This design comes from an exercise in tuning for small area on the open sky130 flow, not from production work. Where RTL was checked, it was by simulation tests only, not by an equivalence proof against the original. No functional check of the RTL was part of run 1. Power figures rest on the tool's default switching activity, not on a simulated workload.

==> flow/design.v (outline; a module is shown in full before it is edited, if it fits) <==
// module nvme_cmd_top: 485 lines
// module xdma_init: 155 lines
// module xdma_config_lut: 78 lines
// module nvme_init: 131 lines
// module nvme_read_write_control: 300 lines
// module nvme_control: 237 lines
// module ipr_nvme_io_cmd_axi: 267 lines
// module sq_fifo_control: 38 lines
// module IP_axi_slave_read: 207 lines
// module ipr_nvme_sq_sm: 236 lines
// module prp_fifo_control: 43 lines
// module cq_fifo_control: 101 lines
// module ddr3_hls_write_gmem_m_axi_fifo: 100 lines
// module IP_axi_slave_write: 242 lines
// module ipr_nvme_cq_sm: 206 lines
// module axi_arbit: 247 lines
// module IP_axi_master: 170 lines
module nvme_cmd_top #( 
    parameter  BASE_ADDR_XDMA = 64'h4_0000_0000 ,
    parameter  BASE_ADDR_BRAM = 32'ha010_0000 ,
    parameter  BASE_ADDR_BAR = 32'ha000_0000 ,
    parameter  PRPLIST_HEAP = 64'ha012_0000 ,
    parameter  ADDR_WIDTH = 32'd64 ,
    parameter  DATA_WIDTH = 32'd128 ,
    parameter  BLOCK_SIZE_EXP = 20 ,  
    parameter ASQ_ADDR = 32'ha010_0000 ,
    parameter ACQ_ADDR = 32'ha010_1000 ,
    parameter IO_SIZE = 16'h003f ,
    parameter IOSQ_ADDR = 32'ha010_2000 ,
    parameter IOCQ_ADDR = 32'ha010_3000 ,
    parameter idController_ADDR = 32'ha010_4000 ,
    parameter idNamespace_ADDR = 32'ha010_5000
) (  
    input clk_in ,
    input resetb ,
    input link_up ,  
    input init_start ,   
    output init_finish ,  
    input write_in_start , 
    output write_in_start_ack ,
    input write_done_ack ,
    output write_done ,
    input read_in_start ,  
    output read_in_start_ack ,
    input data_transfer_ready ,
    input [63:0]prp1_addr ,
    input [63:0]destLBA_in ,
    input [63:0]bytesToRead_or_Write ,
    input read_done_ack ,
    output read_done ,
    output                           bus_arvalid,
    input                            bus_arready,
    output [63:0]                    bus_araddr,
    output [1:0]                     bus_arburst,
    output [3:0]                     bus_arcache,
    output [7:0]                     bus_arlen,
    output [2:0]                     bus_arprot,
    output [2:0]                     bus_arsize,
  // ...
==> flow/run.sh <==
#!/bin/bash
# synth_recipe.tcl (not shown) runs the flow's synth.tcl, then flattens the netlist and writes it again
# the make line also repeats each setting of config.mk as NAME=value (left out here)
make -C /OpenROAD-flow-scripts/flow DESIGN_CONFIG=/design/flow/config.mk WORK_HOME=/design/flow/orfs CLKGATE_MAP_FILE= SYNTH_SCRIPT=/design/flow/synth_recipe.tcl finish
==> flow/config.mk <==
export PLATFORM = sky130hd
export DESIGN_NAME = nvme_cmd_top
export DESIGN_NICKNAME = nvme_cmd_top
export VERILOG_FILES = /design/flow/design.v
export SDC_FILE = /design/flow/constraint.sdc
export NUM_CORES = 4
export LEC_CHECK = 0
export CAP_MARGIN = 0
export CORE_MARGIN = 2
export CORE_UTILIZATION = 65
export PLACE_DENSITY = 0.75
export SLEW_MARGIN = 0
==> flow/constraint.sdc <==
create_clock -name core_clock -period 10.0 [get_ports {clk_in}]
set_input_delay 2.0000 -clock core_clock [delete_from_list [all_inputs] [get_ports {clk_in}]]
set_output_delay 2.0000 -clock core_clock [all_outputs]
set_load 0.01 [all_outputs]
==> impl_metrics.py, run 1 <==
metrics = {
    "power": {
        "combinational_fraction_of_design_power_pct": 9.8,
        "switching_power_mw": 5.05,
        "maxPowerGroup": "sequential cells",
        "clkPwrFrac_pct": 41.9,
    },
    "cells_and_area": {
        "buffers": 1013,
        "fill_cells": 10500,
        "layoutNonFillerInstCount": 13000,
        "finalInstanceArea_mm2": 0.119,
        "area_share_clock_buf_inv_pct": 6.28,
        "seqCellArea_mm2": 0.0527,
        "dominant_kind_of_cell_by_area": "registers",
        "final_core_util_pct": 76.2,
        "seq-cell-share_pct": 44.4,
    },
    "clock_network": {
        "cts_made_buffers": 215,
    },
    "sta": {
        "period_share_pct": 60.5,
        "sum_of_negative_setup_slack_ns": 0,
        "worst_max_slew_pin_slew_ns": 1.33,
    },
    "synthesis": {
        "synth-edff-count": 901,
        "synth-compound-area-share_pct": 13.1,
        "yosysMostFrequentCell": "sky130_fd_sc_hd__nand2_1",
        "ys.flop_type": "sky130_fd_sc_hd__dfxtp_1",
        "number_of_different_library_cells_in_the_post_synthesis_netlist": 111,
        "postSynthAreaPerCell_um2": 10.1,
    },
    "floorplanning": {
        "placeableCoreArea_mm2": 0.156,
        "floorplan.initialDensity_pct": 65.2,
        "taps": 2058,
    },
    "route": {
        "wl_met2_um": 149000,
        "drc": 0,
        "route.antenna.remaining_nets": 0,
    },
    "status": {
        "run_status": "no timing/DRC/antenna violations",
    },
    "worst_setup_path": {
        "reg2reg_setup_slack_ns": 4.26,
        "worstSetupPathDepth": 14,
    },
    "placement": {
        "worst_case_setup_slack_after_placement_ns": 3.17,
        "dpl.hpwl_um": 228000,
    },
    "hold_path": {
        "holdPathStages": 1,
    },
}
==> module nvme_init, before the edit <==
module nvme_init #(
	parameter IDENTIFY_CONTROLLER = 32'd1 ,
	parameter IDENTIFY_NAMESPACE_0 = 32'd2 ,
	parameter IDENTIFY_NAMESPACE_1 = 32'd3 ,
	parameter CREATE_IO_QUEUES_0 = 32'd4 ,
	parameter CREATE_IO_QUEUES_1 = 32'd5
)(
	input clk_in ,
	input resetb ,
	input init_start ,
	output [31:0] nsid ,
	output reg [2:0] config_data ,
	input seq_tail_done_ack ,
	input seq_tail_done ,
	input cmd_complete ,
	input cmd_complete_ack ,
	output reg init_finish ,	
	output reg init_busy  
    );
    localparam S_IDLE = 5'b00001 ;
    localparam S_IDENTIFY_CONTROLLER = 5'b00010 ;
    localparam S_IDENTIFY_NAMESPACE = 5'b00100 ;
    localparam S_CREATE_IO_QUEUES = 5'b01000 ;
    localparam S_INIT_DONE = 5'b10000 ;
    reg init_start_d0 ;
    reg init_start_d1 ;
    reg keyhole_control_d0 ;
    reg init_start_pulse ;
    reg [4:0] state ;
    reg [4:0] next_state ;
    reg [1:0] namespace_cnt ;
    reg io_cnt ;
	assign nsid = 1'b1 ;
    always @ ( posedge clk_in )
    begin
    	if ( resetb == 1'b1 ) begin
    		init_start_d0 <= 1'b0 ;
    		init_start_d1 <= 1'b0 ;
    	end
    	else begin
    		init_start_d0 <= init_start ;
    		init_start_d1 <= init_start_d0 ;
    	end
    end
    always @ ( posedge clk_in )
    begin
    	if ( resetb == 1'b1 )
    		state <= S_IDLE ;
    	else
    		state <= next_state ;
    end
    always @ ( * )
    begin
        next_state = state ;
    	if ( resetb == 1'b1 )
    		next_state = S_IDLE ;
    	else
    		case ( state )
    			S_IDLE :
    				begin
    					if ( init_start_pulse )
    						next_state = S_IDENTIFY_CONTROLLER ;
    					else
    						next_state = S_IDLE ;
    				end
    			S_IDENTIFY_CONTROLLER :
    				begin
    					if ( cmd_complete && cmd_complete_ack )
    						next_state = S_IDENTIFY_NAMESPACE ;
    					else
    						next_state = S_IDENTIFY_CONTROLLER ;
    				end
    			S_IDENTIFY_NAMESPACE :	
    				begin
    					if ( cmd_complete && cmd_complete_ack ) 
    						next_state = S_CREATE_IO_QUEUES ;
    					else
    						next_state = S_IDENTIFY_NAMESPACE ;
    				end
    		  S_CREATE_IO_QUEUES :
    		  	   begin
    		  	   		if ( ( cmd_complete && cmd_complete_ack ) && ( io_cnt == 1'b1 ) )
    		  	   			next_state = S_INIT_DONE ;
    		  	   		else
    		  	   			next_state = S_CREATE_IO_QUEUES ;
    		  	   end	
    		 S_INIT_DONE :
    		 	begin
    		 		next_state = S_IDLE ;	
    		 	end
    		 default : ;
    	endcase	 
    end
    always @ ( posedge clk_in )
    begin
    	if ( resetb == 1'b1 )
    		init_start_pulse <= 1'b0 ;
    	else if ( ( init_start_d0 == 1'b1 ) && ( init_start_d1 == 1'b0 ) )
    		init_start_pulse <= 1'b1 ;
    	else
    		init_start_pulse <= 1'b0 ;
    	if ( resetb == 1'b1 )
    		io_cnt <= 1'b0 ;
    	else if ( ( state == S_CREATE_IO_QUEUES ) && ( cmd_complete && cmd_complete_ack ) )
    	 	io_cnt <= ~ io_cnt ;	
    	else if ( state != S_CREATE_IO_QUEUES )
    		io_cnt <= 1'b0 ;
    	if ( resetb == 1'b1 )
    		init_finish <= 1'b0 ;
    	else if ( ( next_state == S_IDLE ) && ( state == S_INIT_DONE ) )
    		init_finish <= 1'b1 ;
    	else
    		init_finish <= 1'b0 ;
    	if ( resetb == 1'b1 )
    		init_busy <= 1'b0 ;
    	else if ( state != S_IDLE )
    		init_busy <= 1'b1 ;
    	else
    		init_busy <= 1'b0 ;	
    	if ( resetb == 1'b1 )
    		config_data <= 3'd0 ;
    	else if ( next_state == S_IDENTIFY_CONTROLLER  ) 
    		config_data <= IDENTIFY_CONTROLLER ;
    	else if ( next_state == S_IDENTIFY_NAMESPACE )
    		config_data <= IDENTIFY_NAMESPACE_1 ;
    	else if ( ( next_state == S_CREATE_IO_QUEUES ) && ( io_cnt == 1'b0 ) )
    		config_data <= CREATE_IO_QUEUES_0 ;
    	else if ( ( next_state == S_CREATE_IO_QUEUES ) && ( io_cnt == 1'b1 ) )
    		config_data <= CREATE_IO_QUEUES_1 ;
    end
endmodule
==> module nvme_read_write_control, before the edit <==
module nvme_read_write_control # ( 
    parameter PRPLIST_HEAP = 32'h44a0_4000 ,
    parameter BLOCK_SIZE_EXP = 16 ,
    parameter DDR_PAGE_SIZE_EXP = 12 ,
    parameter IO_SIZE = 16'h003f ,
    parameter LBA_SIZE_EXP = 9
) (
	input clk_in ,
	input resetb ,
	input init_busy ,
	input read_start ,
	output reg read_start_ack ,
	input [63:0] destLBA_in ,
	input [63:0] bytesToRead_or_Write ,
	output reg [63:0] ReadsrcLBA_out ,
	output reg NVMERead_out ,
	output reg read_done ,
	input  read_done_ack ,
	input write_start ,
	output reg write_start_ack ,
	output reg [63:0] WritedestLBA_out ,
	output reg NVMEWrite_out ,
	output reg write_done ,
	input write_done_ack ,
	output reg [6:0] prp_list_head ,    
	output reg [63:0] speed_cnt ,
	output [31:0] speed_max ,
	output [31:0] speed_min ,
	output [31:0] speed_cnt_latch ,
	output reg flag ,
	output reg [31:0] wait_min ,
	output reg [31:0] wait_max ,
	output reg [63:0] block_cnt ,
	output reg [11:0] numLBA_out ,	
	input [15:0] io_create_queue_cnt ,
	input [15:0] io_complete_queue_cnt ,
	output reg iocq_read_start ,
	input iocq_head_done_ack ,
	input iocq_head_done ,
	input iosq_tail_done_ack ,
	input iosq_tail_done 
    );
    localparam S_IDLE = 10'b00_0000_0001 ;
    localparam S_REG_CONFIG = 10'b00_0000_0010 ;
    localparam S_GET_PAR = 10'b00_0000_0100 ;
    localparam S_GEN_PRP = 10'b00_0000_1000 ;
    localparam S_SET_PAGE = 10'b00_0001_0000 ;
    localparam S_SET_LBA = 10'b00_0010_0000 ;
    localparam S_TRANSFER_DATA = 10'b00_0100_0000 ;
    localparam S_WAIT = 10'b00_1000_0000 ;
    localparam S_PRP_DONE = 10'b01_0000_0000 ;
    localparam S_DONE = 10'b10_0000_0000 ;
    reg [9:0] next_state ;
    reg [9:0] state ;
    reg start_pulse ;
    reg [7:0] page_cnt ;
    reg  lba_cnt ;
    reg read_start_latch ;
    reg write_start_latch ;
    wire [11:0] lbaPerBlock = numLBA_out ;
    reg [10:0] time_cnt ;
    reg [11:0] speed_cnt_latch_r ;
    reg [11:0] speed_max_r ;
    reg [11:0] speed_min_r ;
    reg        speed_min_init ;
    assign speed_cnt_latch = { 20'd0 , speed_cnt_latch_r } ;
    assign speed_max = { 20'd0 , speed_max_r } ;
    assign speed_min = { { 20 { speed_min_init } } , speed_min_r } ;
    reg [31:0] wait_cnt ;
    reg [31:0] wait_cnt_latch ;
   always @ ( posedge clk_in )
   begin
   	if ( resetb == 1'b1 )
   		state <= S_IDLE ;
   	else
   		state <= next_state ;
   end
   always @ ( * )
   begin
        next_state = state ;
   	if ( resetb == 1'b1 )
   		next_state = S_IDLE ;
   	else
   		case ( state )
   			S_IDLE :
   				begin
   					if ( start_pulse == 1'b1 )
   						next_state = S_REG_CONFIG ;
   					else
   						next_state = S_IDLE ;	
   				end
   			S_REG_CONFIG :
   				begin
   					next_state = S_GET_PAR ;
   				end
   			S_GET_PAR :
   				begin
   				   if ( ( ( bytesToRead_or_Write >> BLOCK_SIZE_EXP ) > 0 ) ) 
   			          next_state = S_TRANSFER_DATA ;
   			      else 
   					  next_state = S_DONE ;   
   				end	
   			S_SET_PAGE :
   			   begin
   			          next_state = S_TRANSFER_DATA ;
   			   end	
   			S_SET_LBA :
   			  begin
                    next_state = S_TRANSFER_DATA ;
              end   
   			S_TRANSFER_DATA :
   				begin
   					if ( ( ( io_create_queue_cnt - io_complete_queue_cnt ) >= 8'h3e ) && ( iosq_tail_done && iosq_tail_done_ack ) )
   						next_state = S_WAIT ;
   					else if ( iosq_tail_done && iosq_tail_done_ack )
   					    next_state = S_DONE ;	
   					else
   						next_state = S_TRANSFER_DATA ;
   				end
   			S_WAIT :
   				begin
   					if ( iocq_head_done && iocq_head_done_ack )
   						next_state = S_DONE ;
   					else 
   						next_state = S_WAIT ;
   				end	
   			S_DONE :
   				begin
   					if ( block_cnt < ( bytesToRead_or_Write >> BLOCK_SIZE_EXP ) )
   						next_state = S_GET_PAR ;
   					else if ( ( page_cnt < ( bytesToRead_or_Write[BLOCK_SIZE_EXP-1:0] >> DDR_PAGE_SIZE_EXP ) ) ) 
   					    next_state = S_SET_PAGE ;
   					else if ( ( bytesToRead_or_Write[DDR_PAGE_SIZE_EXP-1:0] > 0 ) && ( lba_cnt == 1'b0 ) )
   					    next_state = S_SET_LBA ;        
   					else 
   						next_state = S_IDLE ;	
   				end
   			default : ;
   		endcase
   end
   always @ ( posedge clk_in )
   begin
   		if ( resetb == 1'b1 )
   			start_pulse <= 1'b0 ;
   		else if ( ( read_start && read_start_ack ) || ( write_start && write_start_ack ) )
   			start_pulse <= 1'b1 ;
   		else 
   			start_pulse <= 1'b0 ;
   		if ( resetb == 1'b1 )
   			read_start_ack <= 1'b0 ;
   		else if ( read_start && ( next_state == S_IDLE ) && ( ~ init_busy ) )
   			read_start_ack <= 1'b1 ;
   		else
   			read_start_ack <= 1'b0 ;
   		if ( resetb == 1'b1 )
   			write_start_ack <= 1'b0 ;
   		else if ( write_start && ( next_state == S_IDLE ) && ( ~ init_busy ) )	
   			write_start_ack <= 1'b1 ;
   		else
   			write_start_ack <= 1'b0 ;
   		if ( resetb == 1'b1 )
   			write_start_latch <= 1'b0 ;
   		else if ( write_start && write_start_ack )
   			write_start_latch <= 1'b1 ;
   		else if ( ( next_state == S_IDLE ) && ( state == S_DONE ) ) 
   			write_start_latch <= 1'b0 ;	
   		if ( resetb == 1'b1 )
   			read_start_latch <= 1'b0 ;
   		else if ( read_start && read_start_ack )
   			read_start_latch <= 1'b1 ;
   		else if ( ( next_state == S_IDLE ) && ( state == S_DONE ) )  
   			read_start_latch <= 1'b0 ;		
   		if ( resetb == 1'b1 )
   		   read_done <= 1'b0 ;
   		else if ( ( next_state == S_IDLE ) && ( state == S_DONE ) && read_start_latch )
   		   read_done <= 1'b1 ;
   		else if ( read_done_ack )
   		   read_done <= 1'b0 ;
   	    if ( resetb == 1'b1 )
   		   write_done <= 1'b0 ;
   		else if ( ( next_state == S_IDLE ) && ( state == S_DONE ) && write_start_latch )
   		   write_done <= 1'b1 ;
   		else if ( write_done_ack )
   		   write_done <= 1'b0 ;	   
   		if ( resetb == 1'b1 )
   		   iocq_read_start <= 1'b0 ;
   		else if ( next_state == S_WAIT )
   		   iocq_read_start <= 1'b1 ;
   		else
   		   iocq_read_start <= 1'b0 ;
   		if ( resetb == 1'b1 )
   			block_cnt <= 32'd0 ;
   		else if ( ( next_state == S_DONE ) && ( next_state != state ) )
   			block_cnt <= block_cnt + 32'd1 ;
   		else if ( next_state == S_IDLE )
   			block_cnt <= 32'd0 ;	
   		if ( resetb == 1'b1 )
   		   page_cnt <= 8'd0 ;
   		else if ( ( next_state == S_SET_PAGE ) && ( state == S_DONE ) )
   		   page_cnt <= page_cnt + 8'd1 ;
   		else if ( state == S_IDLE )
   		   page_cnt <= 8'd0 ;
   		if ( resetb == 1'b1 )
   		   lba_cnt <= 1'b0 ;
   		else if ( ( next_state == S_SET_LBA ) && ( state == S_DONE ) )
   		   lba_cnt <= 1'b1 ;
   		else if ( state == S_IDLE )
   		   lba_cnt <= 1'b0 ;
   		if ( resetb == 1'b1 )
   			ReadsrcLBA_out <= 64'd0 ;
   		else if ( read_start && read_start_ack )
   			ReadsrcLBA_out <= destLBA_in ;
   		else if ( ( next_state != state ) && ( state == S_TRANSFER_DATA ) && ( read_start_latch ) )
   			ReadsrcLBA_out <= ReadsrcLBA_out + lbaPerBlock ;
   		if ( resetb == 1'b1 )
   			WritedestLBA_out <= 64'd0 ;
   		else if ( write_start && write_start_ack )
   			WritedestLBA_out <= destLBA_in ;
   		else if ( ( next_state != state ) && ( state == S_TRANSFER_DATA ) &&  ( write_start_latch ) )
   			WritedestLBA_out <= WritedestLBA_out + lbaPerBlock ;
   		if ( resetb == 1'b1 )
   		   numLBA_out <= 12'd0 ;
   		else if ( next_state == S_GET_PAR )
   		   numLBA_out <= ( 1 << BLOCK_SIZE_EXP ) >> LBA_SIZE_EXP ;
   		else if ( next_state == S_SET_PAGE )
   		   numLBA_out <= ( 1 << DDR_PAGE_SIZE_EXP ) >> LBA_SIZE_EXP ;
   		else if ( next_state == S_SET_LBA )
   		   numLBA_out <= bytesToRead_or_Write[DDR_PAGE_SIZE_EXP-1:LBA_SIZE_EXP] ;	            
   		if ( resetb == 1'b1 )
   		   NVMERead_out <= 1'b0 ;
   	   else if ( ( next_state == S_TRANSFER_DATA ) && ( ( state == S_GET_PAR ) || ( state == S_SET_PAGE ) || ( state == S_SET_LBA ) ) && ( read_start_latch ) )
   	      NVMERead_out <= 1'b1 ;
   	   else 
   	      NVMERead_out <= 1'b0 ;  
   	    if ( resetb == 1'b1 )
   		   NVMEWrite_out <= 1'b0 ;
   	   else if ( ( next_state == S_TRANSFER_DATA ) && ( ( state == S_GET_PAR ) || ( state == S_SET_PAGE ) || ( state == S_SET_LBA ) ) && ( write_start_latch ) )
   	      NVMEWrite_out <= 1'b1 ;
   	   else 
   	      NVMEWrite_out <= 1'b0 ;     
   		if ( resetb == 1'b1 )
   		   time_cnt <= 11'd0 ;
   		else 
   		   time_cnt <= time_cnt + 11'd1 ;   
   		if ( resetb == 1'b1 )
   		   flag <= 1'b0 ;
   		else if ( time_cnt == 11'd2_047 )
   		   flag <= 1'b1 ;
   		else 
   		   flag <= 1'b0 ;
   		if ( resetb == 1'b1 )
   		   speed_cnt <= 64'd0 ;
   		else if ( write_start && write_start_ack ) 
   		   speed_cnt <= 64'd0 ;
   		else if ( ( next_state == S_IDLE ) && ( state == S_DONE ) )
   		   speed_cnt <= 64'd0 ;
   		else if ( next_state != S_IDLE )
   		   speed_cnt <= speed_cnt + 64'd1 ;       
   		if ( resetb == 1'b1 )
   		   speed_cnt_latch_r <= 12'd0 ;
   		else if ( flag == 1'b1 )
   		   speed_cnt_latch_r <= 12'd0 ;
   		else if ( ( next_state == S_DONE ) && ( next_state != state ) )
   		   speed_cnt_latch_r <= speed_cnt_latch_r + 12'd1 ;
   		if ( resetb == 1'b1 ) begin
   		   speed_min_r <= 12'hfff ;
   		   speed_min_init <= 1'b1 ;
   		end
   		else if ( ( flag ) && ( speed_min_init || ( speed_min_r > speed_cnt_latch_r ) ) && ( speed_cnt_latch_r != 12'd0 ) ) begin
   		   speed_min_r <= speed_cnt_latch_r ;
   		   speed_min_init <= 1'b0 ;
   		end
   		if ( resetb == 1'b1 )
   		   speed_max_r <= 12'd0 ;
   		else if ( ( speed_max_r < speed_cnt_latch_r ) && ( flag ) )
   		   speed_max_r <= speed_cnt_latch_r ;
   		if ( resetb == 1'b1 )
   		   wait_cnt <= 32'd0 ;
   		else if ( state == S_WAIT )
   		   wait_cnt <= wait_cnt + 32'd1 ;
   		else 
   		   wait_cnt <= 32'd0 ;
   		if ( resetb == 1'b1 )
   		   wait_cnt_latch <= 32'd0 ;
   		else if ( ( next_state == S_DONE ) && ( state == S_WAIT ) )      
   			wait_cnt_latch <= wait_cnt ;
   		if ( resetb == 1'b1 )
   		   wait_max <= 32'd0 ;
   		else if ( wait_max < wait_cnt_latch )
   		   wait_max <= wait_cnt_latch ;
   		if ( resetb == 1'b1 )
   		   wait_min <= 32'hffff_ffff ;
   		else if ( ( wait_min > wait_cnt_latch ) && ( wait_cnt_latch > 32'd0 ) )
   		   wait_min <= wait_cnt_latch ; 
   		if ( resetb == 1'b1 )
   		   	prp_list_head <= 7'd0 ;
   	    else if ( next_state == S_GET_PAR )
   	        prp_list_head <= { 1'b1 , io_create_queue_cnt[5:0] } ; 
   end
endmodule
==> module ipr_nvme_sq_sm, before the edit <==
module ipr_nvme_sq_sm # (
    parameter IO_SIZE = 16'h003f
) (
	input clk_in ,
	input resetb ,
	input write_start ,
	output reg write_start_ack ,
    input is_io_queue ,
	input [18:0] f0_d ,       
	input        f1_d ,       
	input [63:0] prp1_d ,
	input [6:0]  prp2_d ,     
	input [63:0] lba_d ,      
	input [4:0]  cdw12_d ,    
	output reg [15:0] admin_create_queue_cnt ,
	output reg [15:0] io_create_queue_cnt ,
	input         fifo_pop ,
	output reg [31:0] fifo_q ,
	output        fifo_empty ,
	output        fifo_underflow ,
	output reg [3:0] seq_tail_local ,
	input     seq_tail_done_ack ,
	output reg seq_tail_done ,
	output reg [5:0] iosq_tail_local ,
	input     iosq_tail_done_ack ,
	output reg iosq_tail_done
    );
    localparam  S_IDLE = 4'b0001 ;
	localparam  S_PACK_HEAD = 4'b0010 ;
	localparam  S_RESERVE_MODE = 4'b0100 ;
	localparam  S_CDW = 4'b1000 ;
	reg [3:0] state ;
	reg [3:0] next_state ;
	reg write_start_pulse ;
	reg [3:0] counter ;
	wire wr_en = ( state != S_IDLE ) ;
	reg        empty_n ;
	reg        full_n ;
	reg        data_vld ;
	reg  [5:0] pout ;
	wire       rd_cond = ~ ( empty_n & ~ fifo_pop ) ;
	wire       push = full_n & wr_en ;
	wire       pop  = data_vld & rd_cond ;
	wire       full_cond = push && ~pop && pout == 6'd62 && data_vld ;
	wire       sq_fifo_full = ( pout > 6'd47 ) ;
	assign fifo_empty = ~ empty_n ;
	assign fifo_underflow = ~ full_n ;
	always @ ( posedge clk_in )
	begin
		if ( resetb )
			empty_n <= 1'b0 ;
		else if ( rd_cond )
			empty_n <= data_vld ;
		if ( resetb )
			data_vld <= 1'b0 ;
		else if ( push )
			data_vld <= 1'b1 ;
		else if ( ~push && pop && pout == 6'd0 )
			data_vld <= 1'b0 ;
		if ( resetb )
			full_n <= 1'b1 ;
		else if ( pop )
			full_n <= 1'b1 ;
		else if ( full_cond )
			full_n <= 1'b0 ;
		if ( resetb )
			pout <= 6'd0 ;
		else if ( push & ~pop & data_vld )
			pout <= pout + 6'd1 ;
		else if ( ~push && pop && pout != 6'd0 )
			pout <= pout - 6'd1 ;
	end
	reg [18:0] s_f0   [0:4] ;
	reg        s_f1   [0:4] ;
	reg [31:0] s_prp1l[0:4] ;
	reg [31:0] s_prp1h[0:4] ;
	reg [6:0]  s_prp2 [0:4] ;
	reg [31:0] s_cdw10[0:4] ;
	reg [31:0] s_cdw11[0:4] ;
	reg [4:0]  s_cdw12[0:4] ;
	reg        s_w15  [0:4] ;
	reg [2:0] cw ;    
	reg [2:0] cr ;    
	reg [3:0] rtype ;  
	wire [2:0] cw_inc = ( cw == 3'd4 ) ? 3'd0 : cw + 3'd1 ;
	wire [2:0] cr_inc = ( cr == 3'd4 ) ? 3'd0 : cr + 3'd1 ;
	wire [7:0] sc = { state , counter } ;
	wire idle_stay  = ( state == S_IDLE ) & ~ write_start_pulse ;
	wire idle_leave = ( state == S_IDLE ) &   write_start_pulse ;
	always @ ( posedge clk_in )
	begin
		if ( idle_stay )            s_f0[cw_inc] <= f0_d ;
		if ( idle_leave )           s_f1[cw_inc] <= f1_d ;
		if ( sc == 8'b01000011 )    s_prp1l[cw] <= prp1_d[31:0] ;
		if ( sc == 8'b01000100 )    s_prp1h[cw] <= prp1_d[63:32] ;
		if ( sc == 8'b01000101 )    s_prp2[cw]  <= prp2_d ;
		if ( sc == 8'b01000111 )    s_cdw10[cw] <= lba_d[31:0] ;
		if ( sc == 8'b01001000 )    s_cdw11[cw] <= lba_d[63:32] ;
		if ( sc == 8'b10000001 )    s_cdw12[cw] <= cdw12_d ;
		if ( sc == 8'b10000110 )    s_w15[cw]   <= full_n ;
	end
	always @ ( posedge clk_in )
	begin
		if ( resetb )
			cw <= 3'd0 ;
		else if ( idle_leave )
			cw <= cw_inc ;
	end
	wire [3:0] ntype = ( rtype == 4'd14 ) ? ( s_w15[cr] ? 4'd15 : 4'd0 ) :
	                   ( rtype == 4'd15 ) ? 4'd0 : rtype + 4'd1 ;
	wire [2:0] ncr = ( ntype == 4'd0 ) ? cr_inc : cr ;
	reg [31:0] word ;
	always @ ( * )
	begin
		case ( ntype )
			4'd0 : word = { s_f0[ncr][18:3] , 13'd0 , s_f0[ncr][2:0] } ;
			4'd1 : word = { 31'd0 , s_f1[ncr] } ;
			4'd6 : word = s_prp1l[ncr] ;
			4'd7 : word = s_prp1h[ncr] ;
			4'd8 : word = s_prp2[ncr][6] ? ( 32'ha012_0000 | { 15'd0 , s_prp2[ncr][5:0] , 11'd0 } ) : 32'd0 ;
			4'd10 : word = s_cdw10[ncr] ;
			4'd11 : word = s_cdw11[ncr] ;
			4'd12 : word = s_cdw12[ncr][4] ? 32'hffff_ffff : s_cdw12[ncr][3] ? 32'h0000_07ff : { 29'd0 , s_cdw12[ncr][2:0] } ;
			default : word = 32'd0 ;
		endcase
	end
	always @ ( posedge clk_in )
	begin
		if ( resetb ) begin
			rtype <= 4'd15 ;
			cr <= 3'd0 ;
			fifo_q <= 32'd0 ;
		end
		else if ( pop ) begin
			rtype <= ntype ;
			cr <= ncr ;
			fifo_q <= word ;
		end
	end
	always @ ( posedge clk_in )
	begin
		if ( resetb == 1'b1 )
			state <= S_IDLE ;
		else
			state <= next_state ;
	end
	always @ ( * )
	begin
		next_state = state ;
		if ( resetb == 1'b1 ) begin
			next_state = S_IDLE ;
		end
		else begin
			case ( state )
				S_IDLE :
					begin
						if ( write_start_pulse == 1'b1 )
							next_state = S_PACK_HEAD ;
						else
							next_state = S_IDLE ;
					end
				S_PACK_HEAD :
					begin
						if ( counter == 4'd2 )
							next_state = S_RESERVE_MODE ;
						else
							next_state = S_PACK_HEAD ;
					end
				S_RESERVE_MODE :
					begin
						if ( counter == 4'd8 )
							next_state = S_CDW ;
						else
							next_state = S_RESERVE_MODE ;
					end
				S_CDW :
					begin
						if ( counter == 4'd6 )
							next_state = S_IDLE ;
						else
							next_state = S_CDW ;
					end
				default : ;
			endcase
		end
	end
	always @ ( posedge clk_in )
	begin
		if ( resetb == 1'b1 )
			write_start_pulse <= 1'b0 ;
		else if ( ( write_start == 1'b1 ) && ( write_start_ack == 1'b1 ) )
			write_start_pulse <= 1'b1 ;
		else
			write_start_pulse <= 1'b0 ;
        if ( resetb == 1'b1 )
            write_start_ack <= 1'b0 ;
        else if ( ( write_start == 1'b1 ) && ( next_state == S_IDLE ) && ( ~ sq_fifo_full ) )
            write_start_ack <= 1'b1 ;
        else if ( write_start == 1'b0 )
            write_start_ack <= 1'b0 ;
		if ( resetb == 1'b1 )
			counter <= 4'd1 ;
		else if ( next_state != state )
			counter <= 4'd1 ;
		else if ( next_state != S_IDLE )
			counter <= counter + 4'd1 ;
		if ( resetb == 1'b1 )
			seq_tail_local <= 4'h0 ;
		else if ( ( next_state == S_IDLE ) && ( state == S_CDW ) && ( ~ is_io_queue ) )
			seq_tail_local <= seq_tail_local + 4'h1 ;
       if ( resetb == 1'b1 )
			iosq_tail_local <= 6'h0 ;
		else if ( ( next_state == S_IDLE ) && ( state == S_CDW ) && ( is_io_queue ) )
			iosq_tail_local <= iosq_tail_local + 6'h1 ;
	  if ( resetb == 1'b1 )
	       admin_create_queue_cnt <= 16'd0 ;
	  else if ( seq_tail_done_ack && seq_tail_done )
	       admin_create_queue_cnt <= admin_create_queue_cnt + 16'd1 ;
	  if ( resetb == 1'b1 )
	       io_create_queue_cnt <= 16'd0 ;
	  else if ( iosq_tail_done_ack && iosq_tail_done )
	       io_create_queue_cnt <= io_create_queue_cnt + 16'd1 ;
	   if ( resetb == 1'b1 )
	       seq_tail_done <= 1'b0 ;
	   else if ( ( next_state == S_IDLE ) && ( state == S_CDW ) && ( ~ is_io_queue ) )
	       seq_tail_done <= 1'b1 ;
	   else  if ( seq_tail_done_ack )
	       seq_tail_done <= 1'b0 ;
	   	if ( resetb == 1'b1 )
	       iosq_tail_done <= 1'b0 ;
	   else if ( ( next_state == S_IDLE ) && ( state == S_CDW ) && ( is_io_queue ) )
	       iosq_tail_done <= 1'b1 ;
	   else  if ( iosq_tail_done_ack )
	       iosq_tail_done <= 1'b0 ;
	end
endmodule
==> module prp_fifo_control, before the edit <==
module prp_fifo_control # (
    parameter DATA_WIDTH = 64 ,
    parameter DDR_BASE_ADDR = 64'h10_0000_0000 ,
    parameter BLOCK_SIZE_EXP = 16 ,
    parameter DDR_PAGE_SIZE_EXP = 12
) (
    input aclk ,
    input aresetn ,
    output prog_full ,
    input fifo_pop ,
    output [14:0] data_count ,
	input [63:0] prp1_addr ,
	input [8:0] length ,
	output [DATA_WIDTH-1:0] data_from_fifo ,
	output fifo_empty ,
	output fifo_underflow 
    );
    reg [63:0] prp_list_data ;
    reg [7:0] prp_cnt ;
    wire empty_n ;
    wire full_n ;
    assign fifo_empty = 1'b0 ;
    assign prog_full = 1'b0 ;
    assign fifo_underflow = 1'b0 ;
    assign data_from_fifo = prp_list_data ;
    always @ ( posedge aclk )
    begin
        if ( aresetn == 1'b0 )
            prp_cnt <= 8'd1 ;
        else if ( fifo_pop )
            if ( prp_cnt == ( ( ( ( 1 << BLOCK_SIZE_EXP ) >> DDR_PAGE_SIZE_EXP ) - 1 ) ) )
                prp_cnt <= 8'd1 ;
            else
                prp_cnt <= prp_cnt + 8'd1 ;    
        if ( aresetn == 1'b0 )
            prp_list_data <= prp1_addr ;
        else if ( fifo_pop )   
            if ( prp_cnt == ( ( ( ( 1 << BLOCK_SIZE_EXP ) >> DDR_PAGE_SIZE_EXP ) - 1 ) ) )
                prp_list_data <= prp1_addr + 64'h1000 ;
            else 
                prp_list_data <= prp_list_data + 64'h1000 ;   
    end
endmodule
==> module ipr_nvme_cq_sm, before the edit <==
module ipr_nvme_cq_sm # ( 
    parameter IO_SIZE = 16'h003f
) (
	input clk_in ,
	input resetb ,
	input read_start ,
	output reg read_start_ack ,
    input is_io_queue ,
	output reg [15:0] admin_complete_queue_cnt ,
	output reg [15:0] io_complete_queue_cnt ,
    input       cq_fifo_empty ,
	input [1:0] dinb ,    
	output reg rd_en ,
	output reg [3:0] acq_head_local_out ,
	input      acq_head_done_ack ,
	output reg acq_head_done ,
	output reg [5:0] iocq_head_local_out ,
	input      iocq_head_done_ack ,
	output reg iocq_head_done 
    );
    localparam  S_IDLE = 4'b0001 ;
	localparam S_READ_STATUS = 4'b0010 ;
	localparam S_REV = 4'b0100 ;
	localparam S_ERR = 4'b1000 ;
	reg [3:0] state ;
	reg [3:0] next_state ;
    reg [2:0] cnt ;
    reg read_start_pulse ;
    reg [1:0] idle_cnt ;
	reg acq_head_done_tmp ;  
    reg iocq_head_done_tmp ;  	  
	reg rec_flag ;
	reg finish_flag ;
	reg [7:0] iocq_head_cnt ;
    reg [15:0] io_cid_last_complete ;
	reg [3:0] acq_head_local ;
    reg [3:0] acq_head_local_d0 ;
    reg [5:0] iocq_head_local ;
    reg [5:0] iocq_head_local_d0 ;
    reg [1:0] dinb_tmp ;
    reg acq_phase ;
    reg io_phase ;
	always @ ( posedge clk_in )
	begin
		if ( resetb == 1'b1 ) 
			state <= S_IDLE ;
		else	
			state <= next_state ;
	end
	always @ ( * )
	begin
		next_state = state ;
		if ( resetb == 1'b1 ) begin
			next_state = S_IDLE ;
		end
		else begin
			case ( state )
				S_IDLE :
					begin
                    if ( is_io_queue && ( idle_cnt == 2'd3 ) && ( ~ cq_fifo_empty ) )
					   		next_state = S_READ_STATUS ;
					   else if ( read_start_pulse == 1'b1 ) 
					       next_state = S_READ_STATUS ;
						else
							next_state = S_IDLE ;
					end
			   S_READ_STATUS :
			      begin
			          if ( rec_flag && is_io_queue )
			             next_state = S_REV ;
			          else if ( rec_flag )
			             next_state = S_IDLE ;   
			          else if ( cnt == 3'd5 ) 
			             next_state = S_ERR ;
			          else
			             next_state = S_READ_STATUS ;
			      end
			   S_REV :
			     begin
			         if ( iocq_head_done && iocq_head_done_ack )
			             next_state = S_IDLE ;
			         else
			             next_state = S_REV ;
			     end   
			   S_ERR :
			     begin
			         next_state = S_ERR ;
			     end 
				default : ;
			endcase
		end
	end
    always @ ( posedge clk_in )
    begin
        if ( resetb == 1'b1 )
            read_start_pulse <= 1'b0 ;
       else if ( ( read_start == 1'b1 ) && ( read_start_ack == 1'b1 ) )
            read_start_pulse <= 1'b1 ;
       else
            read_start_pulse <= 1'b0 ; 
        if ( resetb == 1'b1 )
            read_start_ack <= 1'b0 ;
        else if ( ( read_start == 1'b1 ) && ( next_state == S_IDLE ) && ( ~ cq_fifo_empty ) && ( ~ is_io_queue ) )
            read_start_ack <= 1'b1 ;
         else 
            read_start_ack <= 1'b0 ;    
    	if ( resetb == 1'b1 )
    		acq_head_local <= 8'd0 ;
    	else if ( ( rec_flag ) && ( state == S_READ_STATUS ) && ( ~ is_io_queue ) )
    			acq_head_local <= acq_head_local + 4'd1 ;
    	if ( resetb == 1'b1 )
    	   acq_head_local_d0 <= 4'd0 ;
    	else 
    	   acq_head_local_d0 <= acq_head_local ;	
        if ( resetb == 1'b1 )
            idle_cnt <= 2'b00 ;
        else if ( ( state == S_IDLE  ) && ( idle_cnt < 2'b11) )
            idle_cnt <= idle_cnt + 2'b01 ;
        else 
            idle_cnt <= 2'b00 ;    
        if ( resetb == 1'b1 )
            cnt <= 3'd0 ;
        else if ( next_state == S_READ_STATUS )
            cnt <= cnt + 3'd1 ;
        else
            cnt <= 3'd0 ;
    	if ( resetb == 1'b1 )
    		iocq_head_local <= 8'd0 ;
    	else if ( ( rec_flag ) && ( state == S_READ_STATUS ) && is_io_queue )
    			iocq_head_local <= iocq_head_local + 6'd1 ;
    	if ( resetb == 1'b1 )
    	   iocq_head_local_d0 <= 4'd0 ;
    	else 
    	   iocq_head_local_d0 <= iocq_head_local ;   
    	if ( resetb == 1'b1 )
    	   rd_en <= 1'b0 ;
        else if ( ( state == S_IDLE ) && ( next_state == S_READ_STATUS ) )
    	   rd_en <= 1'b1 ;
        else 
           rd_en <= 1'b0 ;
    	if ( resetb == 1'b1 )
    	   dinb_tmp <= 2'd0 ;
    	else if ( rd_en )
    	   dinb_tmp <= dinb ;
    	else if ( ~ is_io_queue )
    	   dinb_tmp <= {1'b0,acq_phase} ;
       else 
           dinb_tmp <= {1'b0,io_phase} ;
    	if ( resetb == 1'b1 )
    	   rec_flag <= 1'b0 ;
    	else if ( ( state == S_READ_STATUS ) && ( dinb_tmp == { 1'b0, ( ~ io_phase ) } ) && ( is_io_queue ) && ( rec_flag == 1'b0 ) )
    	   rec_flag <= 1'b1 ;
    	else if ( ( state == S_READ_STATUS ) && ( dinb_tmp == { 1'b0, ( ~ acq_phase ) } ) && ( ~ is_io_queue ) && ( rec_flag == 1'b0 ) )
    	   rec_flag <= 1'b1 ;   
    	else if ( state != S_READ_STATUS ) 
    	   rec_flag <= 1'b0 ;   
    	if ( resetb == 1'b1 )
    	   acq_phase <= 1'b0 ;
    	else if ( ( acq_head_local == 4'h0 ) && ( acq_head_local_d0 == 4'hf ) && ( ~ is_io_queue ) )
    	   acq_phase <= ~ acq_phase ;	   
        if ( resetb == 1'b1 )
    	   io_phase <= 1'b0 ;
    	else if ( ( iocq_head_local == 6'h0 ) && ( iocq_head_local_d0 == 6'h3f ) && ( is_io_queue ) )
    	   io_phase <= ~ io_phase ;	   	   
    	if ( resetb == 1'b1 )
    	   admin_complete_queue_cnt <= 16'd0 ;
    	else if ( acq_head_done_ack && acq_head_done )
    	   admin_complete_queue_cnt <= admin_complete_queue_cnt + 16'd1 ;
    	if ( resetb == 1'b1 )
    		acq_head_done_tmp <= 1'b0 ;
    	else if ( rec_flag && ( state == S_READ_STATUS ) && ( ~ is_io_queue ) )
    		acq_head_done_tmp <= 1'b1 ;
    	else 
    		acq_head_done_tmp <= 1'b0 ;	
        if ( resetb == 1'b1 )
            acq_head_done <= 1'b0 ;
        else if ( acq_head_done_tmp == 1'b1 )
            acq_head_done <= 1'b1 ;
        else if ( acq_head_done_ack == 1'b1 )
            acq_head_done <= 1'b0 ;
        if ( resetb == 1'b1 )
            acq_head_local_out <= 4'h0 ;
        else if ( acq_head_done_tmp )
            acq_head_local_out <= acq_head_local ;   	
        if ( resetb == 1'b1 )
    	   io_complete_queue_cnt <= 16'd0 ;
    	else if ( iocq_head_done_tmp == 1'b1 )
    	   io_complete_queue_cnt <= io_complete_queue_cnt + 16'd1 ;
    	if ( resetb == 1'b1 )
    		iocq_head_done_tmp <= 1'b0 ;
    	else if ( ( next_state == S_REV ) && ( state == S_READ_STATUS ) )
    		iocq_head_done_tmp <= 1'b1 ;
    	else 
    		iocq_head_done_tmp <= 1'b0 ;		
        if ( resetb == 1'b1 )
            iocq_head_done <= 1'b0 ;
        else if ( iocq_head_done_tmp == 1'b1 )
            iocq_head_done <= 1'b1 ;
        else if ( iocq_head_done_ack == 1'b1 )
            iocq_head_done <= 1'b0 ;
        if ( resetb == 1'b1 )
            iocq_head_local_out <= 4'h0 ;
        else if ( iocq_head_done_tmp == 1'b1 )
            iocq_head_local_out <= iocq_head_local ;   	     	
    end
endmodule
==> run 2: changes to the inputs <==
--- a/flow/design.v
+++ b/flow/design.v
@@ -733,27 +733,27 @@
 	output reg [2:0] config_data ,
 	input seq_tail_done_ack ,
 	input seq_tail_done ,
 	input cmd_complete ,
 	input cmd_complete_ack ,
 	output reg init_finish ,	
 	output reg init_busy  
     );
-    localparam S_IDLE = 5'b00001 ;
-    localparam S_IDENTIFY_CONTROLLER = 5'b00010 ;
-    localparam S_IDENTIFY_NAMESPACE = 5'b00100 ;
-    localparam S_CREATE_IO_QUEUES = 5'b01000 ;
-    localparam S_INIT_DONE = 5'b10000 ;
+    localparam S_IDLE = 3'd0 ;
+    localparam S_IDENTIFY_CONTROLLER = 3'd1 ;
+    localparam S_IDENTIFY_NAMESPACE = 3'd2 ;
+    localparam S_CREATE_IO_QUEUES = 3'd3 ;
+    localparam S_INIT_DONE = 3'd4 ;
     reg init_start_d0 ;
     reg init_start_d1 ;
     reg keyhole_control_d0 ;
     reg init_start_pulse ;
-    reg [4:0] state ;
-    reg [4:0] next_state ;
+    reg [2:0] state ;
+    reg [2:0] next_state ;
     reg [1:0] namespace_cnt ;
     reg io_cnt ;
 	assign nsid = 1'b1 ;
     always @ ( posedge clk_in )
     begin
     	if ( resetb == 1'b1 ) begin
     		init_start_d0 <= 1'b0 ;
     		init_start_d1 <= 1'b0 ;
@@ -888,28 +888,28 @@
 	input [15:0] io_create_queue_cnt ,
 	input [15:0] io_complete_queue_cnt ,
 	output reg iocq_read_start ,
 	input iocq_head_done_ack ,
 	input iocq_head_done ,
 	input iosq_tail_done_ack ,
 	input iosq_tail_done 
     );
-    localparam S_IDLE = 10'b00_0000_0001 ;
-    localparam S_REG_CONFIG = 10'b00_0000_0010 ;
-    localparam S_GET_PAR = 10'b00_0000_0100 ;
-    localparam S_GEN_PRP = 10'b00_0000_1000 ;
-    localparam S_SET_PAGE = 10'b00_0001_0000 ;
-    localparam S_SET_LBA = 10'b00_0010_0000 ;
-    localparam S_TRANSFER_DATA = 10'b00_0100_0000 ;
-    localparam S_WAIT = 10'b00_1000_0000 ;
-    localparam S_PRP_DONE = 10'b01_0000_0000 ;
-    localparam S_DONE = 10'b10_0000_0000 ;
-    reg [9:0] next_state ;
-    reg [9:0] state ;
+    localparam S_IDLE = 4'd0 ;
+    localparam S_REG_CONFIG = 4'd1 ;
+    localparam S_GET_PAR = 4'd2 ;
+    localparam S_GEN_PRP = 4'd3 ;
+    localparam S_SET_PAGE = 4'd4 ;
+    localparam S_SET_LBA = 4'd5 ;
+    localparam S_TRANSFER_DATA = 4'd6 ;
+    localparam S_WAIT = 4'd7 ;
+    localparam S_PRP_DONE = 4'd8 ;
+    localparam S_DONE = 4'd9 ;
+    reg [3:0] next_state ;
+    reg [3:0] state ;
     reg start_pulse ;
     reg [7:0] page_cnt ;
     reg  lba_cnt ;
     reg read_start_latch ;
     reg write_start_latch ;
     wire [11:0] lbaPerBlock = numLBA_out ;
     reg [10:0] time_cnt ;
     reg [11:0] speed_cnt_latch_r ;
@@ -1916,35 +1916,31 @@
 	input        f1_d ,       
 	input [63:0] prp1_d ,
 	input [6:0]  prp2_d ,     
 	input [63:0] lba_d ,      
 	input [4:0]  cdw12_d ,    
 	output reg [15:0] admin_create_queue_cnt ,
 	output reg [15:0] io_create_queue_cnt ,
 	input         fifo_pop ,
-	output reg [31:0] fifo_q ,
+	output [31:0] fifo_q ,
 	output        fifo_empty ,
 	output        fifo_underflow ,
 	output reg [3:0] seq_tail_local ,
 	input     seq_tail_done_ack ,
 	output reg seq_tail_done ,
 	output reg [5:0] iosq_tail_local ,
 	input     iosq_tail_done_ack ,
 	output reg iosq_tail_done
     );
-    localparam  S_IDLE = 4'b0001 ;
-	localparam  S_PACK_HEAD = 4'b0010 ;
-	localparam  S_RESERVE_MODE = 4'b0100 ;
-	localparam  S_CDW = 4'b1000 ;
-	reg [3:0] state ;
-	reg [3:0] next_state ;
+	reg [4:0] pos ;
 	reg write_start_pulse ;
-	reg [3:0] counter ;
-	wire wr_en = ( state != S_IDLE ) ;
+	wire cmd_end = ( pos == 5'd16 ) ;
+	wire idle_next = ( ( pos == 5'd0 ) & ~ write_start_pulse ) | cmd_end ;
+	wire wr_en = ( pos != 5'd0 ) ;
 	reg        empty_n ;
 	reg        full_n ;
 	reg        data_vld ;
 	reg  [5:0] pout ;
 	wire       rd_cond = ~ ( empty_n & ~ fifo_pop ) ;
 	wire       push = full_n & wr_en ;
 	wire       pop  = data_vld & rd_cond ;
 	wire       full_cond = push && ~pop && pout == 6'd62 && data_vld ;
@@ -1985,161 +1981,112 @@
 	reg [31:0] s_cdw11[0:4] ;
 	reg [4:0]  s_cdw12[0:4] ;
 	reg        s_w15  [0:4] ;
 	reg [2:0] cw ;    
 	reg [2:0] cr ;    
 	reg [3:0] rtype ;  
 	wire [2:0] cw_inc = ( cw == 3'd4 ) ? 3'd0 : cw + 3'd1 ;
 	wire [2:0] cr_inc = ( cr == 3'd4 ) ? 3'd0 : cr + 3'd1 ;
-	wire [7:0] sc = { state , counter } ;
-	wire idle_stay  = ( state == S_IDLE ) & ~ write_start_pulse ;
-	wire idle_leave = ( state == S_IDLE ) &   write_start_pulse ;
+	wire idle_stay  = ( pos == 5'd0 ) & ~ write_start_pulse ;
+	wire idle_leave = ( pos == 5'd0 ) &   write_start_pulse ;
 	always @ ( posedge clk_in )
 	begin
 		if ( idle_stay )            s_f0[cw_inc] <= f0_d ;
 		if ( idle_leave )           s_f1[cw_inc] <= f1_d ;
-		if ( sc == 8'b01000011 )    s_prp1l[cw] <= prp1_d[31:0] ;
-		if ( sc == 8'b01000100 )    s_prp1h[cw] <= prp1_d[63:32] ;
-		if ( sc == 8'b01000101 )    s_prp2[cw]  <= prp2_d ;
-		if ( sc == 8'b01000111 )    s_cdw10[cw] <= lba_d[31:0] ;
-		if ( sc == 8'b01001000 )    s_cdw11[cw] <= lba_d[63:32] ;
-		if ( sc == 8'b10000001 )    s_cdw12[cw] <= cdw12_d ;
-		if ( sc == 8'b10000110 )    s_w15[cw]   <= full_n ;
+		if ( pos == 5'd5 )          s_prp1l[cw] <= prp1_d[31:0] ;
+		if ( pos == 5'd6 )          s_prp1h[cw] <= prp1_d[63:32] ;
+		if ( pos == 5'd7 )          s_prp2[cw]  <= prp2_d ;
+		if ( pos == 5'd9 )          s_cdw10[cw] <= lba_d[31:0] ;
+		if ( pos == 5'd10 )         s_cdw11[cw] <= lba_d[63:32] ;
+		if ( pos == 5'd11 )         s_cdw12[cw] <= cdw12_d ;
+		if ( pos == 5'd16 )         s_w15[cw]   <= full_n ;
 	end
 	always @ ( posedge clk_in )
 	begin
 		if ( resetb )
 			cw <= 3'd0 ;
 		else if ( idle_leave )
 			cw <= cw_inc ;
 	end
 	wire [3:0] ntype = ( rtype == 4'd14 ) ? ( s_w15[cr] ? 4'd15 : 4'd0 ) :
 	                   ( rtype == 4'd15 ) ? 4'd0 : rtype + 4'd1 ;
 	wire [2:0] ncr = ( ntype == 4'd0 ) ? cr_inc : cr ;
 	reg [31:0] word ;
 	always @ ( * )
 	begin
-		case ( ntype )
-			4'd0 : word = { s_f0[ncr][18:3] , 13'd0 , s_f0[ncr][2:0] } ;
-			4'd1 : word = { 31'd0 , s_f1[ncr] } ;
-			4'd6 : word = s_prp1l[ncr] ;
-			4'd7 : word = s_prp1h[ncr] ;
-			4'd8 : word = s_prp2[ncr][6] ? ( 32'ha012_0000 | { 15'd0 , s_prp2[ncr][5:0] , 11'd0 } ) : 32'd0 ;
-			4'd10 : word = s_cdw10[ncr] ;
-			4'd11 : word = s_cdw11[ncr] ;
-			4'd12 : word = s_cdw12[ncr][4] ? 32'hffff_ffff : s_cdw12[ncr][3] ? 32'h0000_07ff : { 29'd0 , s_cdw12[ncr][2:0] } ;
+		case ( rtype )
+			4'd0 : word = { s_f0[cr][18:3] , 13'd0 , s_f0[cr][2:0] } ;
+			4'd1 : word = { 31'd0 , s_f1[cr] } ;
+			4'd6 : word = s_prp1l[cr] ;
+			4'd7 : word = s_prp1h[cr] ;
+			4'd8 : word = s_prp2[cr][6] ? ( 32'ha012_0000 | { 15'd0 , s_prp2[cr][5:0] , 11'd0 } ) : 32'd0 ;
+			4'd10 : word = s_cdw10[cr] ;
+			4'd11 : word = s_cdw11[cr] ;
+			4'd12 : word = s_cdw12[cr][4] ? 32'hffff_ffff : s_cdw12[cr][3] ? 32'h0000_07ff : { 29'd0 , s_cdw12[cr][2:0] } ;
 			default : word = 32'd0 ;
 		endcase
 	end
+	assign fifo_q = word ;
 	always @ ( posedge clk_in )
 	begin
 		if ( resetb ) begin
 			rtype <= 4'd15 ;
 			cr <= 3'd0 ;
-			fifo_q <= 32'd0 ;
 		end
 		else if ( pop ) begin
 			rtype <= ntype ;
 			cr <= ncr ;
-			fifo_q <= word ;
 		end
 	end
 	always @ ( posedge clk_in )
 	begin
 		if ( resetb == 1'b1 )
-			state <= S_IDLE ;
-		else
-			state <= next_state ;
-	end
-	always @ ( * )
-	begin
-		next_state = state ;
-		if ( resetb == 1'b1 ) begin
-			next_state = S_IDLE ;
-		end
-		else begin
-			case ( state )
-				S_IDLE :
-					begin
-						if ( write_start_pulse == 1'b1 )
-							next_state = S_PACK_HEAD ;
-						else
-							next_state = S_IDLE ;
-					end
-				S_PACK_HEAD :
-					begin
-						if ( counter == 4'd2 )
-							next_state = S_RESERVE_MODE ;
-						else
-							next_state = S_PACK_HEAD ;
-					end
-				S_RESERVE_MODE :
-					begin
-						if ( counter == 4'd8 )
-							next_state = S_CDW ;
-						else
-							next_state = S_RESERVE_MODE ;
-					end
-				S_CDW :
-					begin
-						if ( counter == 4'd6 )
-							next_state = S_IDLE ;
-						else
-							next_state = S_CDW ;
-					end
-				default : ;
-			endcase
-		end
-	end
-	always @ ( posedge clk_in )
-	begin
+			pos <= 5'd0 ;
+		else if ( pos != 5'd0 )
+			pos <= cmd_end ? 5'd0 : pos + 5'd1 ;
+		else if ( write_start_pulse )
+			pos <= 5'd1 ;
 		if ( resetb == 1'b1 )
 			write_start_pulse <= 1'b0 ;
 		else if ( ( write_start == 1'b1 ) && ( write_start_ack == 1'b1 ) )
 			write_start_pulse <= 1'b1 ;
 		else
 			write_start_pulse <= 1'b0 ;
         if ( resetb == 1'b1 )
             write_start_ack <= 1'b0 ;
-        else if ( ( write_start == 1'b1 ) && ( next_state == S_IDLE ) && ( ~ sq_fifo_full ) )
+        else if ( ( write_start == 1'b1 ) && idle_next && ( ~ sq_fifo_full ) )
             write_start_ack <= 1'b1 ;
         else if ( write_start == 1'b0 )
             write_start_ack <= 1'b0 ;
 		if ( resetb == 1'b1 )
-			counter <= 4'd1 ;
-		else if ( next_state != state )
-			counter <= 4'd1 ;
-		else if ( next_state != S_IDLE )
-			counter <= counter + 4'd1 ;
-		if ( resetb == 1'b1 )
 			seq_tail_local <= 4'h0 ;
-		else if ( ( next_state == S_IDLE ) && ( state == S_CDW ) && ( ~ is_io_queue ) )
+		else if ( cmd_end && ( ~ is_io_queue ) )
 			seq_tail_local <= seq_tail_local + 4'h1 ;
        if ( resetb == 1'b1 )
 			iosq_tail_local <= 6'h0 ;
-		else if ( ( next_state == S_IDLE ) && ( state == S_CDW ) && ( is_io_queue ) )
+		else if ( cmd_end && ( is_io_queue ) )
 			iosq_tail_local <= iosq_tail_local + 6'h1 ;
 	  if ( resetb == 1'b1 )
 	       admin_create_queue_cnt <= 16'd0 ;
 	  else if ( seq_tail_done_ack && seq_tail_done )
 	       admin_create_queue_cnt <= admin_create_queue_cnt + 16'd1 ;
 	  if ( resetb == 1'b1 )
 	       io_create_queue_cnt <= 16'd0 ;
 	  else if ( iosq_tail_done_ack && iosq_tail_done )
 	       io_create_queue_cnt <= io_create_queue_cnt + 16'd1 ;
 	   if ( resetb == 1'b1 )
 	       seq_tail_done <= 1'b0 ;
-	   else if ( ( next_state == S_IDLE ) && ( state == S_CDW ) && ( ~ is_io_queue ) )
+	   else if ( cmd_end && ( ~ is_io_queue ) )
 	       seq_tail_done <= 1'b1 ;
 	   else  if ( seq_tail_done_ack )
 	       seq_tail_done <= 1'b0 ;
 	   	if ( resetb == 1'b1 )
 	       iosq_tail_done <= 1'b0 ;
-	   else if ( ( next_state == S_IDLE ) && ( state == S_CDW ) && ( is_io_queue ) )
+	   else if ( cmd_end && ( is_io_queue ) )
 	       iosq_tail_done <= 1'b1 ;
 	   else  if ( iosq_tail_done_ack )
 	       iosq_tail_done <= 1'b0 ;
 	end
 endmodule
 `timescale 1ns / 1ps
 module prp_fifo_control # (
     parameter DATA_WIDTH = 64 ,
@@ -2157,36 +2104,34 @@
 	output [DATA_WIDTH-1:0] data_from_fifo ,
 	output fifo_empty ,
 	output fifo_underflow 
     );
     reg [63:0] prp_list_data ;
     reg [7:0] prp_cnt ;
     wire empty_n ;
     wire full_n ;
+    wire [63:0] prp_base = ( prp_cnt == ( ( ( ( 1 << BLOCK_SIZE_EXP ) >> DDR_PAGE_SIZE_EXP ) - 1 ) ) ) ? prp1_addr : prp_list_data ;
     assign fifo_empty = 1'b0 ;
     assign prog_full = 1'b0 ;
     assign fifo_underflow = 1'b0 ;
     assign data_from_fifo = prp_list_data ;
     always @ ( posedge aclk )
     begin
         if ( aresetn == 1'b0 )
             prp_cnt <= 8'd1 ;
         else if ( fifo_pop )
             if ( prp_cnt == ( ( ( ( 1 << BLOCK_SIZE_EXP ) >> DDR_PAGE_SIZE_EXP ) - 1 ) ) )
                 prp_cnt <= 8'd1 ;
             else
                 prp_cnt <= prp_cnt + 8'd1 ;    
         if ( aresetn == 1'b0 )
             prp_list_data <= prp1_addr ;
-        else if ( fifo_pop )   
-            if ( prp_cnt == ( ( ( ( 1 << BLOCK_SIZE_EXP ) >> DDR_PAGE_SIZE_EXP ) - 1 ) ) )
-                prp_list_data <= prp1_addr + 64'h1000 ;
-            else 
-                prp_list_data <= prp_list_data + 64'h1000 ;   
+        else if ( fifo_pop )
+            prp_list_data <= prp_base + 64'h1000 ;
     end
 endmodule
 `timescale 1ns / 1ps
 module cq_fifo_control# (
     parameter ADDR_WIDTH = 32 ,
     parameter DATA_WIDTH = 32 ,
     parameter idController_ADDR = 32'ha010_4000 ,
 	parameter idNamespace_ADDR = 32'ha010_5000 ,
@@ -2646,22 +2591,22 @@
 	output reg rd_en ,
 	output reg [3:0] acq_head_local_out ,
 	input      acq_head_done_ack ,
 	output reg acq_head_done ,
 	output reg [5:0] iocq_head_local_out ,
 	input      iocq_head_done_ack ,
 	output reg iocq_head_done 
     );
-    localparam  S_IDLE = 4'b0001 ;
-	localparam S_READ_STATUS = 4'b0010 ;
-	localparam S_REV = 4'b0100 ;
-	localparam S_ERR = 4'b1000 ;
-	reg [3:0] state ;
-	reg [3:0] next_state ;
+    localparam  S_IDLE = 2'd0 ;
+	localparam S_READ_STATUS = 2'd1 ;
+	localparam S_REV = 2'd2 ;
+	localparam S_ERR = 2'd3 ;
+	reg [1:0] state ;
+	reg [1:0] next_state ;
     reg [2:0] cnt ;
     reg read_start_pulse ;
     reg [1:0] idle_cnt ;
 	reg acq_head_done_tmp ;  
     reg iocq_head_done_tmp ;  	  
 	reg rec_flag ;
 	reg finish_flag ;
 	reg [7:0] iocq_head_cnt ;
@@ -2870,31 +2815,31 @@
 	input acq_head_done ,
 	input [15:0] iosq_tail_local ,
 	output  reg    iosq_tail_done_ack ,
 	input       iosq_tail_done ,
 	input [15:0] iocq_head_local ,
 	output  reg      iocq_head_done_ack ,
 	input  iocq_head_done 
     );
-    localparam S_IDLE = 4'b0001 ;
-    localparam S_WRITE = 4'b0010 ;
-    localparam S_READ = 4'b0100 ;
-    localparam S_DONE = 4'b1000 ;
+    localparam S_IDLE = 2'd0 ;
+    localparam S_WRITE = 2'd1 ;
+    localparam S_READ = 2'd2 ;
+    localparam S_DONE = 2'd3 ;
     reg write_start_d0 ;
     reg write_start_d1 ;
     reg read_start_d0 ;
     reg read_start_d1 ;
     reg sys_write_master_ready_d0 ;
     reg sys_write_master_ready_d1 ;
     reg sys_read_master_ready_d0 ;
     reg sys_read_master_ready_d1 ;
     reg sys_write_data_idle ;
-    reg [3:0] state ;
-    reg [3:0] next_state ;
+    reg [1:0] state ;
+    reg [1:0] next_state ;
     always @ ( posedge clk_in )
     begin
     	if ( areset_n == 1'b0 ) begin
     		write_start_d0 <= 1'b0 ;
     		write_start_d1 <= 1'b0 ;
     	end
     	else begin
     		write_start_d0 <= write_start ;
==> flow/config.mk (replaced) <==
export PLATFORM = sky130hd
export DESIGN_NAME = nvme_cmd_top
export DESIGN_NICKNAME = nvme_cmd_top
export VERILOG_FILES = /design/flow/design.v
export SDC_FILE = /design/flow/constraint.sdc
export NUM_CORES = 4
export LEC_CHECK = 0
export CAP_MARGIN = 20
export CORE_MARGIN = 2
export CORE_UTILIZATION = 40
export PLACE_DENSITY = 0.6
export SLEW_MARGIN = 20
==> run 2 against run 1 <==
Against the previous run: sequential cell count down 47; clock-buffer cell count down 2; power up 5.4%; clock skew up 0.055 ns; register-to-register slack better by 0.57 ns; routed wire length down 0.55%; sequential power down 0.9%; worst setup slack worse by 0.68 ns; maximum frequency down 10%; first-iteration DRC count down 31%; area after synthesis down 2.3%.
==> impl_metrics.py, run 2 <==
metrics = {
    "sta": {
        "worst_slack_ns": 3.27,
        "final_hold_viol_count": 0,
        "max_freq_ghz": 0.149,
        "grt_setup_unrepaired": "no",
        "slew-limit-headroom_pct": 13.5,
        "setup_viol_count_final": 0,
        "sum_of_negative_setup_slack_ns": 0,
        "timing.hold.ws_ns": 0.384,
        "period_share_pct": 67.3,
        "final_max_slew_viol_count": 0,
        "worst_max_slew_pin_slew_ns": 1.30,
        "finalClockSkew_ns": 0.109,
        "layout_min_cycle_time_ns": 6.73,
    },
    "cells_and_area": {
        "multi_input_comb_area_mm2": 0.0436,
        "final_core_util_pct": 48.1,
        "layoutNonFillerInstCount": 13900,
        "fill_cells": 22700,
        "layout.cells.most_common_list": "sky130_fd_sc_hd__dfxtp_1, sky130_fd_sc_hd__nand2_1, sky130_fd_sc_hd__nor2_1, sky130_fd_sc_hd__clkdlybuf4s50_1, sky130_fd_sc_hd__edfxtp_1",
        "most_frequent_standard_cell_in_the_layout_excluding_fill_and_tap_cells": "sky130_fd_sc_hd__dfxtp_1",
        "drive_gt1_share_pct": 7.53,
        "syn2layout_area_growth_pct": 19.2,
        "finalInstanceArea_mm2": 0.118,
        "seqCellArea_mm2": 0.0518,
        "nNetsFinal": 11200,
    },
    "clock_network": {
        "cts_buffer_depth": 3,
        "numClockSinks": 2097,
        "post_cts.resized_instances": 0,
        "post-cts-setup-buffers": 0,
        "clk_transition_reported_paths_ns": 0.06,
        "cts_made_buffers": 224,
        "cts_hold_buffers": 0,
        "worst_skew_late_latency_ns": 0.90,
        "htree_num_levels": 4,
        "tritoncts_clock_tree": "done",
        "clock_tree.root_cell": "sky130_fd_sc_hd__clkbuf_16",
    },
    "worst_setup_path": {
        "setup.worst_path.start_class": "register",
        "critical_path_required_ns": 8.00,
        "critPathCaptureType": "primary output",
        "worst-endpoint-arrival_ns": 4.73,
        "crit-reg2reg-launch": "ipr_nvme_io_cmd_axi.prp_fifo_control.prp_cnt[0]",
        "timing.reg2reg.worst_path_depth": 13,
        "reg2reg_setup_slack_ns": 4.83,
        "crit_path_max_fanout": 29,
        "critical_path_class": "register to primary output",
    },
    "placement": {
        "portBuffers": 903,
        "dpl.hpwl_um": 230000,
        "numPlacedInstances": 13500,
        "placement.cell_area_mm2": 0.111,
        "gp_congestion": 0.900,
        "worst_case_setup_slack_after_placement_ns": 3.41,
    },
    "power": {
        "pnr_total_power_mw": 21.2,
        "power.static_leakage_nw": 43.3,
        "ir_worst_vdd_v": 0.000156,
        "power.density_mw_per_mm2": 179,
    },
    "synthesis": {
        "postSynthAreaPerCell_um2": 10.2,
        "ys.flop_type": "sky130_fd_sc_hd__dfxtp_1",
        "synth.top_cells.by_count": "sky130_fd_sc_hd__dfxtp_1, sky130_fd_sc_hd__nand2_1, sky130_fd_sc_hd__nor2_1",
        "synth_top_cells_by_area": "sky130_fd_sc_hd__edfxtp_1, sky130_fd_sc_hd__dfxtp_1, sky130_fd_sc_hd__dfrtp_1, sky130_fd_sc_hd__nand2_1, sky130_fd_sc_hd__nor2_1",
        "synth_xor_xnor_area_share_pct": 3.39,
        "synth_area_mm2": 0.0994,
        "seq_area_frac_synth_pct": 52.1,
        "synth_async_sr_flop_share_pct": 7.49,
        "synth_top_family_by_area": "simple AND/OR/NAND/NOR gates",
        "number_of_different_library_cells_in_the_post_synthesis_netlist": 105,
        "synth-warning-count": 38,
        "yosysMostFrequentCell": "sky130_fd_sc_hd__dfxtp_1",
        "synth-compound-area-share_pct": 12.5,
        "ys_seq_elements": 2097,
        "synth.largest_area_cell": "sky130_fd_sc_hd__edfxtp_1",
        "synthesis.instances": 9724,
        "synth_adder_area_share_pct": 3.51,
        "simple_gate_portion_of_the_synthesized_area_pct": 16.0,
        "synth_top_area_share_pct": 27.2,
        "synth-edff-count": 901,
        "muxShareOfSynthArea_pct": 7.41,
    },
    "grt": {
        "antenna_found_initial": 31,
        "largest_net_degree_at_the_start_of_global_routing": 196,
        "gr-usage-all-layers_pct": 24.6,
        "first_global_vias": 74900,
        "grt_pass1_wl_um": 476000,
        "overflow": 0,
    },
    "route": {
        "wirelength_um": 324000,
        "drc": 0,
        "route.detailed.wl_per_inst_um": 23.3,
        "drt_first_iter_violations": 7187,
        "dr.pass1.iters": 6,
        "route.vias.total": 78100,
        "route.antenna.remaining_nets": 0,
        "via_per_inst": 5.61,
    },
    "hold_path": {
        "hold_path.startpoint": "nvme_init.init_start_d1",
        "holdPathStages": 1,
        "worst_hold_path.endpoint": "nvme_init.init_start_pulse",
        "worst_hold_path_type": "register to register",
    },
    "floorplanning": {
        "placeableCoreArea_mm2": 0.246,
        "floorplan.initialDensity_pct": 40.3,
        "die_w_um": 502,
        "boundary_pin_count": 1285,
        "dieArea_mm2": 0.252,
        "core.rowCount": 182,
        "chip_height_um": 502,
    },
    "status": {
        "run_status": "no timing/DRC/antenna violations",
    },
    "flow_run": {
        "max_cap_violations": 0,
    },
}
==> run 2: cell count changes in the layout (fill, tap and decap cells not counted), moves of 29 or more <==
cell                       change
sky130_fd_sc_hd__nand3_1      -51
sky130_fd_sc_hd__or4_1        -54
sky130_fd_sc_hd__a21oi_1      -81
sky130_fd_sc_hd__a211oi_1     +52
sky130_fd_sc_hd__xor2_1       +34
sky130_fd_sc_hd__a31oi_1      -62
sky130_fd_sc_hd__dfxtp_1      -50
sky130_fd_sc_hd__o22ai_1      +36
sky130_fd_sc_hd__nand2_1     -204
sky130_fd_sc_hd__nor3_1       -29
sky130_fd_sc_hd__mux2i_1      +32
sky130_fd_sc_hd__o31ai_1      -60
sky130_fd_sc_hd__a22oi_1      +30
sky130_fd_sc_hd__nor2_1       +87
==> run 2: report_power, final <==
part	internal (mW)	switching (mW)
clock	5.11	3.63
combinational	1.18	1.68
sequential	9.27	0.371
==> run 2: critical path, stage by stage, from the launching register on <==
cell,delay [ns]
sky130_fd_sc_hd__dfxtp_1,0.49
sky130_fd_sc_hd__nor2b_1,0.36
sky130_fd_sc_hd__and2_1,0.70
sky130_fd_sc_hd__buf_4,0.57
sky130_fd_sc_hd__a222oi_1,0.13
sky130_fd_sc_hd__and3_1,0.22
sky130_fd_sc_hd__o21ai_0,0.69
sky130_fd_sc_hd__clkdlybuf4s50_1,0.69
==> run 2: layer usage <==
| layer | vias up | routed length [um] | track usage [%] | share of wire, % |
|---|---|---|---|---|
| met1 | 38600 | 132000 | 31.6 | 41 |
| met4 | 12 | 11300 | 8.24 | 3.5 |
| met2 | 2828 | 156000 | 41.3 | 48 |
| met5 | - | 86 | 0 | 0.027 |
| li1 | 36200 | - | - | - |
| met3 | 516 | 24200 | 4.95 | 7.5 |
==> run 2: how the worst max path moves through the flow <==
stage / from / end / cells past startpoint / slack [ns]
floorplan: resetb / register / 7 / 1.81
global placement: bytesToRead_or_Write[25] / nvme_read_write_control.block_cnt[2] / 11 / 3.52
detailed placement: bytesToRead_or_Write[25] / nvme_read_write_control.block_cnt[2] / 11 / 3.41
CTS: register / cmd_rdata[12] / 7 / 3.28
global route: register / cmd_rdata[12] / 7 / 3.25
finish: ipr_nvme_io_cmd_axi.ipr_nvme_sq_sm.rtype[3] / cmd_rdata[31] / 7 / 3.27
==> run 2: logic make-up after synthesis <==
| group | count (synthesis) |
|---|---|
| other | 2 |
| XOR/XNOR | 385 |
| buffers and inverters | 1103 |
| adder cells (fa/ha/maj) | 274 |
| flip-flops | 2097 |
| multiplexers | 567 |
| AND/OR/NAND/NOR | 3344 |
| AO/OA/AOI/OAI | 1952 |
==> run 2: layout make-up <==
type	count	area share [%]
diodes	20	0.0423
inverters	320	1.02
flip-flops and latches	2097	43.7
clock buffers	296	5.26
clock inverters	125	1.27
well taps	3312	3.50
repair buffers	1016	8.39
multi-input cells	6747	36.8

Re-timed with assumed drivers on the ports (clkbuf_16 on the clock, buf_2 on other inputs), run 2 has 3.166 ns of setup slack against 3.269 ns with ideal ports, and 3.295 ns once port delays also move by the mid clock arrival of 0.944 ns.
